Context: an optimization exercise on an open-source flow, tuned for small area and a short achievable clock period. The choices shown serve that exercise and are no tape-out recipe. RTL that was checked went through simulation tests only; none was proved equivalent to the original.

==> run a: inputs <==
==> flow/design.v <==
module Camera_To_AXIS_Converter (
    input             clk,
    input             rst,
    input             i_frame_start,
    input             i_data_valid,
    input      [23:0] i_data,
    input      [11:0] i_vres,
    input      [11:0] i_hres,
    input             i_tready,
    output            o_tvalid,
    output            o_tlast,
    output            o_tuser,
    output     [23:0] o_tdata,
    output reg [15:0] o_frames_skipped,
    output reg        o_pushback_detected
);
    reg        fs_d;         
    reg        dv_d0;
    reg        dv_fe, dv_re, fs_re;
    reg        q;            
    reg [11:0] v_count;
    reg        v_zero, v_one, v_max;    
    reg [23:0] data_d0;
    wire fs_rise = ~fs_d & i_frame_start;
    always @(posedge clk or posedge rst) begin
        if (rst) begin
            fs_d    <= 1'b0;
            dv_d0   <= 1'b0;
            dv_fe   <= 1'b0;
            dv_re   <= 1'b0;
            fs_re   <= 1'b0;
            q       <= 1'b1;
            v_count <= 12'd0;
            v_zero  <= 1'b1;
            v_one   <= 1'b0;
            v_max   <= 1'b0;
        end else begin
            fs_d  <= i_frame_start;
            dv_d0 <= i_data_valid;
            dv_fe <= dv_d0 & ~i_data_valid;
            dv_re <= ~dv_d0 & i_data_valid;
            fs_re <= fs_rise;
            if (fs_re)
                q <= 1'b1;
            else if (dv_re && v_one)
                q <= 1'b0;
            if (fs_rise) begin
                v_count <= 12'd0;
                v_zero  <= 1'b1;
                v_one   <= 1'b0;
                v_max   <= 1'b0;
            end else if (dv_fe) begin
                v_count <= v_count + 12'd1;
                v_zero  <= v_max;
                v_one   <= v_zero;
                v_max   <= v_count == 12'hffe;
            end
        end
    end
    always @(posedge clk)
        data_d0 <= i_data;
    reg r1, r2, r3;
    always @(posedge clk or posedge rst) begin
        if (rst) r1 <= 1'b1;
        else     r1 <= 1'b0;
    end
    always @(posedge clk) begin
        r2 <= r1;
        r3 <= r2;
    end
    reg [6:0] wr_ptr_ahead;
    reg [6:0] wr_ptr;
    reg [7:0] wr_lo, wr_hi;
    reg       full_q;
    reg [25:0] mem [0:63];
    wire [6:0] rd_ptr;
    wire v_nz_inc  = dv_fe ? ~v_max : ~v_zero;
    wire wr_try    = ~full_q & ~r2 & dv_d0 & v_nz_inc;
    wire wr_now    = wr_try & ~fs_rise;
    always @(posedge clk or posedge rst) begin
        if (rst) begin
            wr_ptr_ahead <= 7'd0;
            wr_lo        <= 8'd1;
            wr_hi        <= 8'd1;
        end else if (r2) begin
            wr_ptr_ahead <= 7'd0;
            wr_lo        <= 8'd1;
            wr_hi        <= 8'd1;
        end else if (wr_now) begin
            wr_ptr_ahead <= wr_ptr_ahead + 7'd1;
            wr_lo        <= {wr_lo[6:0], wr_lo[7]};
            if (wr_lo[7]) wr_hi <= {wr_hi[6:0], wr_hi[7]};
        end
    end
    wire [6:0] wr_fill = wr_ptr_ahead - rd_ptr;
    always @(posedge clk) begin
        if (rst)
            full_q <= 1'b0;
        else if (r2)
            full_q <= rd_ptr == 7'd64;
        else
            full_q <= wr_now ? (wr_fill == 7'd63) : (wr_fill == 7'd64);
    end
    always @(posedge clk) begin
        wr_ptr <= wr_ptr_ahead;
    end
    wire [25:0] wr_data = {dv_re & q, dv_d0 & ~i_data_valid, data_d0};
    integer w;
    always @(posedge clk) begin
        for (w = 0; w < 64; w = w + 1)
            if (wr_try & wr_hi[w / 8] & wr_lo[w % 8])
                mem[w] <= wr_data;
    end
    reg [6:0]  rd_ptr_q;
    assign rd_ptr = rd_ptr_q;
    reg [6:0]  wr_ptr_d1, wr_ptr_d2;
    reg        tv0, tv1;
    reg [25:0] st0, st1;
    reg        skip_frame;
    reg        tvalid_q;
    wire empty = rd_ptr == wr_ptr_d2;
    wire ready = i_tready | skip_frame;
    wire ld1   = ready | ~tv1;
    wire ld0   = ld1 | ~tv0;
    wire rd_en = ld0 & ~empty & ~r3;
    reg  [7:0]  ev_lo, od_lo;
    reg  [3:0]  ev_hi, od_hi;
    reg  [25:0] pf_even, pf_odd;
    reg  [25:0] ev_grp [0:3];
    reg  [25:0] od_grp [0:3];
    reg  [25:0] ev_data, od_data;
    integer g, k;
    always @(*) begin
        for (g = 0; g < 4; g = g + 1) begin
            ev_grp[g] = 26'd0;
            od_grp[g] = 26'd0;
            for (k = 0; k < 8; k = k + 1) begin
                ev_grp[g] = ev_grp[g] | (mem[16*g+2*k]   & {26{ev_lo[k]}});
                od_grp[g] = od_grp[g] | (mem[16*g+2*k+1] & {26{od_lo[k]}});
            end
        end
        ev_data = 26'd0;
        od_data = 26'd0;
        for (g = 0; g < 4; g = g + 1) begin
            ev_data = ev_data | (ev_grp[g] & {26{ev_hi[g]}});
            od_data = od_data | (od_grp[g] & {26{od_hi[g]}});
        end
    end
    always @(posedge clk) begin
        pf_even <= ev_data;
        pf_odd  <= od_data;
    end
    wire tv1_next = rst ? 1'b0 : (ld1 ? tv0 : tv1);
    always @(posedge clk) begin
        if (rst) begin
            rd_ptr_q  <= 7'd0;
            ev_lo     <= 8'd1;
            ev_hi     <= 4'd1;
            od_lo     <= 8'd1;
            od_hi     <= 4'd1;
            wr_ptr_d1 <= 7'd0;
            wr_ptr_d2 <= 7'd0;
            tv0       <= 1'b0;
        end else begin
            rd_ptr_q  <= r3 ? 7'd0 : rd_ptr + {6'd0, rd_en};
            if (r3) begin
                ev_lo <= 8'd1;
                ev_hi <= 4'd1;
                od_lo <= 8'd1;
                od_hi <= 4'd1;
            end else if (rd_en) begin
                if (!rd_ptr[0]) begin
                    ev_lo <= {ev_lo[6:0], ev_lo[7]};
                    if (ev_lo[7]) ev_hi <= {ev_hi[2:0], ev_hi[3]};
                end else begin
                    od_lo <= {od_lo[6:0], od_lo[7]};
                    if (od_lo[7]) od_hi <= {od_hi[2:0], od_hi[3]};
                end
            end
            wr_ptr_d1 <= wr_ptr;
            wr_ptr_d2 <= wr_ptr_d1;
            tv0       <= ~r3 & (~ld0 | ~empty);
        end
        tv1 <= tv1_next;
        if (ld1) st1 <= st0;
        if (ld0) st0 <= rd_ptr[0] ? pf_odd : pf_even;
    end
    reg [13:0] h_cnt1, v_cnt1;
    wire skip_set = tv1 & st1[25] & ~i_tready & ~skip_frame;
    wire skip_end = (h_cnt1 == {2'b00, i_hres}) & (v_cnt1 == {2'b00, i_vres});
    wire h_lt = (i_hres == 12'd0) | (h_cnt1 < {2'b00, i_hres});
    wire v_lt = (i_vres == 12'd0) | (v_cnt1 < {2'b00, i_vres});
    wire [13:0] h_inc = h_cnt1[13] ? 14'd1 : h_cnt1 + 14'd1;
    wire [13:0] v_inc = v_cnt1[13] ? 14'd1 : v_cnt1 + 14'd1;
    wire skip_next = rst ? 1'b0 : skip_set ? 1'b1 : skip_end ? 1'b0 : skip_frame;
    always @(posedge clk) begin
        skip_frame <= skip_next;
        tvalid_q   <= tv1_next & ~skip_next;
        if (rst) begin
            o_frames_skipped    <= 16'd0;
            o_pushback_detected <= 1'b0;
        end else if (skip_set) begin
            o_frames_skipped    <= o_frames_skipped + 16'd1;
            o_pushback_detected <= 1'b1;
        end
        if (rst || !skip_frame) begin
            h_cnt1 <= 14'd1;
            v_cnt1 <= 14'd1;
        end else if (tv1) begin
            if (h_lt) begin
                h_cnt1 <= h_inc;
            end else begin
                h_cnt1 <= 14'd1;
                v_cnt1 <= v_lt ? v_inc : 14'd1;
            end
        end
    end
    assign o_tvalid = tvalid_q;
    assign o_tdata  = st1[23:0];
    assign o_tlast  = st1[24];
    assign o_tuser  = st1[25];
endmodule
module camera_to_axis (
    input          clk,
    input          rst,
    input          i_frame_start,
    input          i_data_valid,
    input  [23:0]  i_data,
    input  [11:0]  i_vres,
    input  [11:0]  i_hres,
    input          i_tready,
    output         o_tvalid,
    output         o_tlast,
    output         o_tuser,
    output [23:0]  o_tdata,
    output [15:0]  o_frames_skipped,
    output         o_pushback_detected
);
    Camera_To_AXIS_Converter u_conv (
        .clk                 (clk),
        .rst                 (rst),
        .i_frame_start       (i_frame_start),
        .i_data_valid        (i_data_valid),
        .i_data              (i_data),
        .i_vres              (i_vres),
        .i_hres              (i_hres),
        .i_tready            (i_tready),
        .o_tvalid            (o_tvalid),
        .o_tlast             (o_tlast),
        .o_tuser             (o_tuser),
        .o_tdata             (o_tdata),
        .o_frames_skipped    (o_frames_skipped),
        .o_pushback_detected (o_pushback_detected)
    );
endmodule
==> flow/run.sh <==
#!/bin/bash
# synth_recipe.tcl (not shown) runs the flow's synth.tcl, then flattens the netlist and writes it again
# the make line also repeats each setting of config.mk as NAME=value (left out here)
make -C /OpenROAD-flow-scripts/flow DESIGN_CONFIG=/design/flow/config.mk WORK_HOME=/design/flow/orfs CLKGATE_MAP_FILE= SYNTH_SCRIPT=/design/flow/synth_recipe.tcl finish
==> flow/config.mk <==
export PLATFORM = sky130hd
export DESIGN_NAME = camera_to_axis
export DESIGN_NICKNAME = camera_to_axis
export VERILOG_FILES = /design/flow/design.v
export SDC_FILE = /design/flow/constraint.sdc
export NUM_CORES = 4
export LEC_CHECK = 0
export CAP_MARGIN = 20
export CORE_MARGIN = 2
export CORE_UTILIZATION = 60
export CTS_CLUSTER_DIAMETER = 60
export CTS_CLUSTER_SIZE = 30
export PLACE_DENSITY = 0.75
export SETUP_SLACK_MARGIN = 2.5
export SLEW_MARGIN = 20
==> flow/constraint.sdc <==
create_clock -name core_clock -period 5.0 [get_ports {clk}]
set_input_delay 1.0000 -clock core_clock [delete_from_list [all_inputs] [get_ports {clk}]]
set_output_delay 1.0000 -clock core_clock [all_outputs]
set_load 0.01 [all_outputs]
==> inputs of run b, as changes to run a <==
==> flow/design.v, changed modules only <==
module Camera_To_AXIS_Converter (
    input             clk,
    input             rst,
    input             i_frame_start,
    input             i_data_valid,
    input      [23:0] i_data,
    input      [11:0] i_vres,
    input      [11:0] i_hres,
    input             i_tready,
    output            o_tvalid,
    output            o_tlast,
    output            o_tuser,
    output     [23:0] o_tdata,
    output reg [15:0] o_frames_skipped,
    output reg        o_pushback_detected
);
    reg        fs_d;         
    reg        dv_d0;
    reg        dv_fe, dv_re, fs_re;
    reg        q;            
    reg [11:0] v_count;
    reg        v_zero, v_one, v_max;    
    reg [23:0] data_d0;
    wire fs_rise = ~fs_d & i_frame_start;
    always @(posedge clk or posedge rst) begin
        if (rst) begin
            fs_d    <= 1'b0;
            dv_d0   <= 1'b0;
            dv_fe   <= 1'b0;
            dv_re   <= 1'b0;
            fs_re   <= 1'b0;
            q       <= 1'b1;
            v_count <= 12'd0;
            v_zero  <= 1'b1;
            v_one   <= 1'b0;
            v_max   <= 1'b0;
        end else begin
            fs_d  <= i_frame_start;
            dv_d0 <= i_data_valid;
            dv_fe <= dv_d0 & ~i_data_valid;
            dv_re <= ~dv_d0 & i_data_valid;
            fs_re <= fs_rise;
            if (fs_re)
                q <= 1'b1;
            else if (dv_re && v_one)
                q <= 1'b0;
            if (fs_rise) begin
                v_count <= 12'd0;
                v_zero  <= 1'b1;
                v_one   <= 1'b0;
                v_max   <= 1'b0;
            end else if (dv_fe) begin
                v_count <= v_count + 12'd1;
                v_zero  <= v_max;
                v_one   <= v_zero;
                v_max   <= v_count == 12'hffe;
            end
        end
    end
    always @(posedge clk)
        data_d0 <= i_data;
    reg r1, r2, r3;
    always @(posedge clk or posedge rst) begin
        if (rst) r1 <= 1'b1;
        else     r1 <= 1'b0;
    end
    always @(posedge clk) begin
        r2 <= r1;
        r3 <= r2;
    end
    reg [6:0] wr_ptr_ahead;
    reg [6:0] wr_ptr;
    reg [6:0] rd_ptr_d1;     
    reg [25:0] mem [0:63];
    wire full_next = (wr_ptr_ahead[6] != rd_ptr_d1[6]) & (wr_ptr_ahead[5:0] == rd_ptr_d1[5:0]);
    wire v_nz_inc  = dv_fe ? ~v_max : ~v_zero;
    wire wr_try    = ~full_next & ~r2 & dv_d0 & v_nz_inc;
    wire wr_now    = wr_try & ~fs_rise;
    always @(posedge clk or posedge rst) begin
        if (rst)     wr_ptr_ahead <= 7'd0;
        else if (r2) wr_ptr_ahead <= 7'd0;
        else         wr_ptr_ahead <= wr_ptr_ahead + {6'd0, wr_now};
    end
    always @(posedge clk) begin
        wr_ptr <= wr_ptr_ahead;
        if (wr_try)
            mem[wr_ptr_ahead[5:0]] <= {dv_re & q, dv_d0 & ~i_data_valid, data_d0};
    end
    reg [6:0]  rd_ptr;
    reg [6:0]  wr_ptr_d1, wr_ptr_d2;
    reg        tv0, tv1;
    reg [25:0] st0, st1;
    reg        skip_frame;
    reg        tvalid_q;
    wire empty = rd_ptr == wr_ptr_d2;
    wire ready = i_tready | skip_frame;
    wire ld1   = ready | ~tv1;
    wire ld0   = ld1 | ~tv0;
    wire rd_en = ld0 & ~empty & ~r3;
    reg  [7:0]  ev_lo, od_lo;
    reg  [3:0]  ev_hi, od_hi;
    reg  [25:0] pf_even, pf_odd;
    reg  [25:0] ev_grp [0:3];
    reg  [25:0] od_grp [0:3];
    reg  [25:0] ev_data, od_data;
    integer g, k;
    always @(*) begin
        for (g = 0; g < 4; g = g + 1) begin
            ev_grp[g] = 26'd0;
            od_grp[g] = 26'd0;
            for (k = 0; k < 8; k = k + 1) begin
                ev_grp[g] = ev_grp[g] | (mem[16*g+2*k]   & {26{ev_lo[k]}});
                od_grp[g] = od_grp[g] | (mem[16*g+2*k+1] & {26{od_lo[k]}});
            end
        end
        ev_data = 26'd0;
        od_data = 26'd0;
        for (g = 0; g < 4; g = g + 1) begin
            ev_data = ev_data | (ev_grp[g] & {26{ev_hi[g]}});
            od_data = od_data | (od_grp[g] & {26{od_hi[g]}});
        end
    end
    always @(posedge clk) begin
        pf_even <= ev_data;
        pf_odd  <= od_data;
    end
    wire tv1_next = rst ? 1'b0 : (ld1 ? tv0 : tv1);
    always @(posedge clk) begin
        if (rst) begin
            rd_ptr    <= 7'd0;
            ev_lo     <= 8'd1;
            ev_hi     <= 4'd1;
            od_lo     <= 8'd1;
            od_hi     <= 4'd1;
            rd_ptr_d1 <= 7'd0;
            wr_ptr_d1 <= 7'd0;
            wr_ptr_d2 <= 7'd0;
            tv0       <= 1'b0;
        end else begin
            rd_ptr    <= r3 ? 7'd0 : rd_ptr + {6'd0, rd_en};
            if (r3) begin
                ev_lo <= 8'd1;
                ev_hi <= 4'd1;
                od_lo <= 8'd1;
                od_hi <= 4'd1;
            end else if (rd_en) begin
                if (!rd_ptr[0]) begin
                    ev_lo <= {ev_lo[6:0], ev_lo[7]};
                    if (ev_lo[7]) ev_hi <= {ev_hi[2:0], ev_hi[3]};
                end else begin
                    od_lo <= {od_lo[6:0], od_lo[7]};
                    if (od_lo[7]) od_hi <= {od_hi[2:0], od_hi[3]};
                end
            end
            rd_ptr_d1 <= rd_ptr;
            wr_ptr_d1 <= wr_ptr;
            wr_ptr_d2 <= wr_ptr_d1;
            tv0       <= ~r3 & (~ld0 | ~empty);
        end
        tv1 <= tv1_next;
        if (ld1) st1 <= st0;
        if (ld0) st0 <= rd_ptr[0] ? pf_odd : pf_even;
    end
    reg [13:0] h_cnt1, v_cnt1;
    wire skip_set = tv1 & st1[25] & ~i_tready & ~skip_frame;
    wire skip_end = (h_cnt1 == {2'b00, i_hres}) & (v_cnt1 == {2'b00, i_vres});
    wire h_lt = (i_hres == 12'd0) | (h_cnt1 < {2'b00, i_hres});
    wire v_lt = (i_vres == 12'd0) | (v_cnt1 < {2'b00, i_vres});
    wire [13:0] h_inc = h_cnt1[13] ? 14'd1 : h_cnt1 + 14'd1;
    wire [13:0] v_inc = v_cnt1[13] ? 14'd1 : v_cnt1 + 14'd1;
    wire skip_next = rst ? 1'b0 : skip_set ? 1'b1 : skip_end ? 1'b0 : skip_frame;
    always @(posedge clk) begin
        skip_frame <= skip_next;
        tvalid_q   <= tv1_next & ~skip_next;
        if (rst) begin
            o_frames_skipped    <= 16'd0;
            o_pushback_detected <= 1'b0;
        end else if (skip_set) begin
            o_frames_skipped    <= o_frames_skipped + 16'd1;
            o_pushback_detected <= 1'b1;
        end
        if (rst || !skip_frame) begin
            h_cnt1 <= 14'd1;
            v_cnt1 <= 14'd1;
        end else if (tv1) begin
            if (h_lt) begin
                h_cnt1 <= h_inc;
            end else begin
                h_cnt1 <= 14'd1;
                v_cnt1 <= v_lt ? v_inc : 14'd1;
            end
        end
    end
    assign o_tvalid = tvalid_q;
    assign o_tdata  = st1[23:0];
    assign o_tlast  = st1[24];
    assign o_tuser  = st1[25];
endmodule
==> flow/config.mk (replaced) <==
export PLATFORM = sky130hd
export DESIGN_NAME = camera_to_axis
export DESIGN_NICKNAME = camera_to_axis
export VERILOG_FILES = /design/flow/design.v
export SDC_FILE = /design/flow/constraint.sdc
export NUM_CORES = 4
export LEC_CHECK = 0
export CAP_MARGIN = 0
export CORE_MARGIN = 2
export CORE_UTILIZATION = 45
export CTS_CLUSTER_DIAMETER = 60
export CTS_CLUSTER_SIZE = 30
export PLACE_DENSITY = 0.6
export SETUP_SLACK_MARGIN = 2.5
export SLEW_MARGIN = 0
==> inputs of run c, as changes to run a <==
==> flow/design.v, changed modules only <==
module Camera_To_AXIS_Converter (
    input             clk,
    input             rst,
    input             i_frame_start,
    input             i_data_valid,
    input      [23:0] i_data,
    input      [11:0] i_vres,
    input      [11:0] i_hres,
    input             i_tready,
    output            o_tvalid,
    output            o_tlast,
    output            o_tuser,
    output     [23:0] o_tdata,
    output reg [15:0] o_frames_skipped,
    output reg        o_pushback_detected
);
    reg        fs_d;         
    reg        dv_d0, dv_d1;
    reg        dv_fe, dv_re, fs_re;
    reg        q;            
    reg        sof_d;
    reg [11:0] v_count;
    reg [23:0] data_d0, data_d1;
    wire fs_rise = ~fs_d & i_frame_start;
    always @(posedge clk or posedge rst) begin
        if (rst) begin
            fs_d    <= 1'b0;
            dv_d0   <= 1'b0;
            dv_d1   <= 1'b0;
            dv_fe   <= 1'b0;
            dv_re   <= 1'b0;
            fs_re   <= 1'b0;
            sof_d   <= 1'b0;
            q       <= 1'b1;
            v_count <= 12'd0;
        end else begin
            fs_d  <= i_frame_start;
            dv_d0 <= i_data_valid;
            dv_d1 <= dv_d0;
            dv_fe <= dv_d0 & ~i_data_valid;
            dv_re <= ~dv_d0 & i_data_valid;
            fs_re <= fs_rise;
            sof_d <= dv_re & q;
            if (fs_re)
                q <= 1'b1;
            else if (dv_re && v_count == 12'd1)
                q <= 1'b0;
            if (fs_rise)
                v_count <= 12'd0;
            else if (dv_fe)
                v_count <= v_count + 12'd1;
        end
    end
    always @(posedge clk) begin
        data_d0 <= i_data;
        data_d1 <= data_d0;
    end
    reg r1, r2, r3;
    always @(posedge clk or posedge rst) begin
        if (rst) r1 <= 1'b1;
        else     r1 <= 1'b0;
    end
    always @(posedge clk) begin
        r2 <= r1;
        r3 <= r2;
    end
    reg [6:0] wr_ptr;
    reg [6:0] rd_ptr_d1;     
    reg       wr_en;         
    reg [25:0] mem [0:63];
    wire [6:0] wr_ptr_next = r3 ? 7'd0 : wr_ptr + {6'd0, wr_en};
    wire [6:0] wr_fill_next = wr_ptr_next - rd_ptr_d1;
    wire       full_next = wr_fill_next == 7'd64;
    wire       v_nz_next = ~fs_rise & (dv_fe ? (v_count != 12'hfff) : (v_count != 12'd0));
    always @(posedge clk or posedge rst) begin
        if (rst) wr_en <= 1'b0;
        else     wr_en <= ~full_next & ~r2 & dv_d0 & v_nz_next;
    end
    always @(posedge clk) begin
        if (rst) wr_ptr <= 7'd0;
        else     wr_ptr <= wr_ptr_next;
    end
    always @(posedge clk) begin
        if (wr_en)
            mem[wr_ptr[5:0]] <= {sof_d, dv_fe, data_d1};
    end
    reg [6:0]  rd_ptr;
    reg [6:0]  wr_ptr_d1, wr_ptr_d2;
    reg        tv0, tv1;
    reg [25:0] st0, st1;
    reg        skip_frame;
    reg        tvalid_q;
    wire empty = rd_ptr == wr_ptr_d2;
    wire ready = i_tready | skip_frame;
    wire ld1   = ready | ~tv1;
    wire ld0   = ld1 | ~tv0;
    wire rd_en = ld0 & ~empty & ~r3;
    reg  [7:0] rd_lo, rd_hi;
    reg  [25:0] rd_grp [0:7];
    reg  [25:0] rd_data;
    integer g, k;
    always @(*) begin
        for (g = 0; g < 8; g = g + 1) begin
            rd_grp[g] = 26'd0;
            for (k = 0; k < 8; k = k + 1)
                rd_grp[g] = rd_grp[g] | (mem[8*g+k] & {26{rd_lo[k]}});
        end
        rd_data = 26'd0;
        for (g = 0; g < 8; g = g + 1)
            rd_data = rd_data | (rd_grp[g] & {26{rd_hi[g]}});
    end
    wire tv1_next = rst ? 1'b0 : (ld1 ? tv0 : tv1);
    always @(posedge clk) begin
        if (rst) begin
            rd_ptr    <= 7'd0;
            rd_lo     <= 8'd1;
            rd_hi     <= 8'd1;
            rd_ptr_d1 <= 7'd0;
            wr_ptr_d1 <= 7'd0;
            wr_ptr_d2 <= 7'd0;
            tv0       <= 1'b0;
        end else begin
            rd_ptr    <= r3 ? 7'd0 : rd_ptr + {6'd0, rd_en};
            if (r3) begin
                rd_lo <= 8'd1;
                rd_hi <= 8'd1;
            end else if (rd_en) begin
                rd_lo <= {rd_lo[6:0], rd_lo[7]};
                if (rd_lo[7]) rd_hi <= {rd_hi[6:0], rd_hi[7]};
            end
            rd_ptr_d1 <= rd_ptr;
            wr_ptr_d1 <= wr_ptr;
            wr_ptr_d2 <= wr_ptr_d1;
            tv0       <= ~r3 & (~ld0 | ~empty);
        end
        tv1 <= tv1_next;
        if (ld1) st1 <= st0;
        if (ld0) st0 <= rd_data;
    end
    reg [13:0] h_cnt1, v_cnt1;
    wire skip_set = tv1 & st1[25] & ~i_tready & ~skip_frame;
    wire skip_end = (h_cnt1 == {2'b00, i_hres}) & (v_cnt1 == {2'b00, i_vres});
    wire h_lt = (i_hres == 12'd0) | (h_cnt1 < {2'b00, i_hres});
    wire v_lt = (i_vres == 12'd0) | (v_cnt1 < {2'b00, i_vres});
    wire [13:0] h_inc = h_cnt1[13] ? 14'd1 : h_cnt1 + 14'd1;
    wire [13:0] v_inc = v_cnt1[13] ? 14'd1 : v_cnt1 + 14'd1;
    wire skip_next = rst ? 1'b0 : skip_set ? 1'b1 : skip_end ? 1'b0 : skip_frame;
    always @(posedge clk) begin
        skip_frame <= skip_next;
        tvalid_q   <= tv1_next & ~skip_next;
        if (rst) begin
            o_frames_skipped    <= 16'd0;
            o_pushback_detected <= 1'b0;
        end else if (skip_set) begin
            o_frames_skipped    <= o_frames_skipped + 16'd1;
            o_pushback_detected <= 1'b1;
        end
        if (rst || !skip_frame) begin
            h_cnt1 <= 14'd1;
            v_cnt1 <= 14'd1;
        end else if (tv1) begin
            if (h_lt) begin
                h_cnt1 <= h_inc;
            end else begin
                h_cnt1 <= 14'd1;
                v_cnt1 <= v_lt ? v_inc : 14'd1;
            end
        end
    end
    assign o_tvalid = tvalid_q;
    assign o_tdata  = st1[23:0];
    assign o_tlast  = st1[24];
    assign o_tuser  = st1[25];
endmodule
--- a/flow/config.mk
+++ b/flow/config.mk
@@ -7,9 +7,7 @@
 export LEC_CHECK = 0
 export CAP_MARGIN = 20
 export CORE_MARGIN = 2
-export CORE_UTILIZATION = 60
-export CTS_CLUSTER_DIAMETER = 60
-export CTS_CLUSTER_SIZE = 30
-export PLACE_DENSITY = 0.75
+export CORE_UTILIZATION = 45
+export PLACE_DENSITY = 0.6
 export SETUP_SLACK_MARGIN = 2.5
 export SLEW_MARGIN = 20
==> comparison table <==
| item | run c | run a | run b |
|---|---|---|---|
| Metal-1 WL | 84,900 um | 70,300 um | 83,600 um |
| HP Start | - | u_conv.r1$_DFF_PP1_ | u_conv.r1$_DFF_PP1_ |
| Layout cell share with drive strength beyond 1 | 0.189 | 0.155 | 0.186 |
| Worst setup path end | u_conv.wr_en$_DFF_PP0_ | u_conv.pf_odd[11]$_DFF_P_ | u_conv.mem[45][8]$_DFFE_PP_ |
| Via count | 41,200 | 41,800 | 40,200 |
| Largest net degree at the start of global routing | 72 | 90 | 96 |
| GRT Max-Usage Layer | met2 | met2 | met1 |
| Status | timing/DRC/antenna clean | timing/DRC/antenna clean | timing/DRC/antenna clean |
| Number of flip-flops and latches in the synthesized netlist | 1,887 | 1,941 | 1,931 |
| Tightest slew margin relative to the limit | 0.164 | 0.235 | 0.277 |
| Yosys warnings | 2 | 4 | 3 |
| Max Clock Skew | 0.0386 ns | 0.0345 ns | 0.0591 ns |
| Filler instances | 11,700 | 7,108 | 12,000 |
| Total met3 wirelength after detailed routing | 25,100 um | 28,800 um | 19,700 um |
Function not checked in run b and run c: the RTL went through the layout flow alone.

==> afterwards: timing with drivers on the ports <==
No port has a modelled driver above. Below, the same layouts with a new extraction and two added sets of constraints.
Step 1 assumes that a clkbuf_16 drives the clock port and a buf_2 every other input.
Step 2 adds t to the input delays and takes it off the output delays; t is the mean of the earliest and latest rising clock arrival at the registers after step 1. Input paths then give back, and output paths get back, about the clock's delay inside the block.
a / b / c = no drivers / after step 1 / after step 2; a / b = the first two.
run	t, ns	setup slack, ns	hold WS [ns]	latest minus earliest clock arrival (ns)	worst register clock-pin slew, ns
run a	0.804	2.414 / 2.414 / 1.784	0.405 / 0.405 / 0.405	0.043 / 0.042	0.10 / 0.10
run b	0.838	2.341 / 2.341 / 1.693	0.401 / 0.401 / 0.401	0.077 / 0.078	0.10 / 0.10
run c	0.885	2.263 / 2.263 / 1.719	0.267 / 0.211 / 0.325	0.040 / 0.040	0.06 / 0.06
After both steps every run listed still meets setup and hold. The setup slack of run b, which loses most, moves by 0.000 ns with the drivers and by -0.648 ns with both steps.
